Context: an optimization exercise on an open-source flow, tuned for small area and a short achievable clock period. The choices shown serve that exercise and are no tape-out recipe.

==> inputs of v31 <==
==> flow/design.v (excerpt) <==
module complex(clk, a0, a1, b0, b1, im, re);
  input clk;
  input [7:0] a0, a1, b0, b1;
  output reg [15:0] im, re;
  wire [15:0] re_d, im_d;
  wire rs1;
  wire rc2;
  wire rs3;
  wire rc4;
  wire rs5;
  wire rc6;
  wire rs7;
  wire rc8;
  wire rs9;
  wire rc10;
  wire rs11;
  wire rc12;
  wire rs13;
  wire rc14;
  wire rs15;
  wire rc16;
  wire rs17;
  wire rc18;
  wire rs19;
  wire rc20;
  wire rs21;
  wire rc22;
  wire rs23;
  wire rc24;
  wire rs25;
  wire rc26;
  wire rs27;
  wire rc28;
  wire rs29;
  wire rc30;
  wire rs31;
  wire rc32;
  wire rs33;
  wire rc34;
  wire rs35;
  wire rc36;
  wire rs37;
  wire rc38;
  wire rs39;
  wire rc40;
  wire rs41;
  wire rc42;
  wire rs43;
  wire rc44;
  wire rs45;
  wire rc46;
  wire rs47;
  wire rc48;
  wire rs49;
  wire rc50;
  wire rs51;
  wire rc52;
  wire rs53;
  wire rc54;
  wire rs55;
  wire rc56;
  wire rs57;
  wire rc58;
  wire rs59;
  wire rc60;
  wire rs61;
  wire rc62;
  wire rs63;
  wire rc64;
  wire rn65;
  wire rs66;
  wire rc67;
  wire rs68;
  wire rc69;
  wire rs70;
  wire rc71;
  wire rs72;
  wire rc73;
  wire rs74;
  wire rc75;
  wire rs76;
  wire rc77;
  wire rs78;
  wire rc79;
  wire rs80;
  wire rc81;
  wire rs82;
  wire rc83;
  wire rs84;
  wire rc85;
  wire rs86;
  wire rc87;
  wire rs88;
  wire rc89;
  wire rs90;
  wire rc91;
  wire rs92;
  wire rc93;
  wire rs94;
  wire rc95;
  wire rs96;
  wire rc97;
  wire rs98;
  wire rc99;
  wire rs100;
  wire rc101;
  wire rs102;
  wire rc103;
  wire rs104;
  wire rc105;
  wire rs106;
  wire rc107;
  wire rs108;
  wire rc109;
  wire rs110;
  wire rc111;
  wire rs112;
  wire rc113;
  wire rs114;
  wire rc115;
  wire rs116;
  wire rc117;
  wire rs118;
  wire rc119;
  wire rs120;
  wire rc121;
  wire rn122;
  wire rs123;
  wire rc124;
  wire rs125;
  wire rc126;
  wire rs127;
  wire rc128;
  wire rs129;
  wire rc130;
  wire rs131;
  wire rc132;
  wire rs133;
  wire rc134;
  wire rs135;
  wire rc136;
  wire rs137;
  wire rc138;
  wire rs139;
  wire rc140;
  wire rs141;
  wire rc142;
  wire rs143;
  wire rc144;
  wire rs145;
  wire rc146;
  wire rs147;
  ...
==> module HAN, before the edit <==
module HAN(input a, input b, output s, output co);
  assign s = ~(a ^ b);
  OR2 o (a, b, co);
endmodule
==> module OR2, before the edit <==
module OR2(input a, input b, output y);
  assign y = a | b;
endmodule
==> module FA1, before the edit <==
module FA1(input a, input b, output s, output co);
  assign s = ~(a ^ b);
  OR2 o (a, b, co);
endmodule
clock: 10.0 ns
lec_check: 0
cap_margin: 20
core_margin: 2
core_utilization: 40
place_density: 0.6
setup_slack_margin: 4.2
slew_margin: 20
synth_hierarchical: 1
run.sh (not shown) runs the stock make flow with config.mk's settings and CLKGATE_MAP_FILE= SYNTH_SCRIPT=/design/flow/synth_recipe.tcl, a recipe that flattens the netlist after the stock synthesis.
==> inputs of v39, as changes to v31 <==
--- a/flow/design.v
+++ b/flow/design.v
@@ -4,10 +4,7 @@
 endmodule
 module HAN(input a, input b, output s, output co);
   assign s = ~(a ^ b);
-  OR2 o (a, b, co);
-endmodule
-module OR2(input a, input b, output y);
-  assign y = a | b;
+  assign co = a | b;
 endmodule
 module FA(input a, input b, input c, output s, output co);
   assign s = a ^ b ^ c;
@@ -15,7 +12,7 @@
 endmodule
 module FA1(input a, input b, output s, output co);
   assign s = ~(a ^ b);
-  OR2 o (a, b, co);
+  assign co = a | b;
 endmodule
 module complex(clk, a0, a1, b0, b1, im, re);
   input clk;
--- a/flow/config.mk
+++ b/flow/config.mk
@@ -9,6 +9,5 @@
 export CORE_MARGIN = 2
 export CORE_UTILIZATION = 40
 export PLACE_DENSITY = 0.6
-export SETUP_SLACK_MARGIN = 4.2
 export SLEW_MARGIN = 20
 export SYNTH_HIERARCHICAL = 1
==> run_results.csv <==
group,metric,value,unit
sta,slew_headroom,0.789,
sta,min_period_over_period,0.583,
status,outcome,"timing/DRC/antenna clean",
power_and_ir_drop,pg_seq,0.000261,W
worst_setup_path,crit_start,"b0[3]",
floorplanning,die-width,140,microns
routing,wl_met1,7500,microns
global_routing,grt_pass1_wl,30600,microns
layout,area_delta_synth_final,21.6,%
(the above is from v31)
==> run_results.csv <==
group,metric,value,unit
sta,slew_headroom,0.411,
layout,drive_above_1_share,0.0189,
power_and_ir_drop,leakagePower,3.54,nW
logic_synthesis,synth_cell_types,28,
floorplanning,die-width,141,microns
status,outcome,"timing/DRC/antenna clean",
routing,wl_met1,7340,microns
logic_synthesis,synth_flop_cell,"dfxtp_1",
power_and_ir_drop,pg_seq,0.000260,W
sta,min_period_over_period,0.710,
global_routing,grt_pass1_wl,28700,microns
(the above is from v39)
No functional check of the RTL was part of any run of this note.

what the ideal ports hide:
The results above use ideal ports. As a check the final layouts listed here were re-extracted and re-timed, cells and wires unchanged.
Step 1, drivers: a clkbuf_16 drives clk and a buf_2 each remaining input, both assumed.
Step 2 adds t to the input delays and takes it off the output delays; t is the mean of the earliest and latest rising clock arrival at the registers after step 1. Input paths then give back, and output paths get back, about the clock's delay inside the block.
a / b / c = ideal / step 1 / step 2; a / b = the first two.
| run | t (ns) | setup WS [ns] | hold slack, ns | worst setup path after step 2 | cell pins on the clock port's net |
|---|---|---|---|---|---|
| v31 | 0.336 | 4.166 / 4.162 / 3.826 | 2.115 / 2.120 / 2.456 | input to register | 1 |
| v39 | 0.335 | 2.904 / 2.918 / 2.583 | 2.808 / 2.796 / 2.751 | input to register | 1 |
After both steps setup and hold are still met in every run listed. The setup slack of v31, which loses most, moves by -0.004 ns with the drivers and by -0.340 ns with both steps.
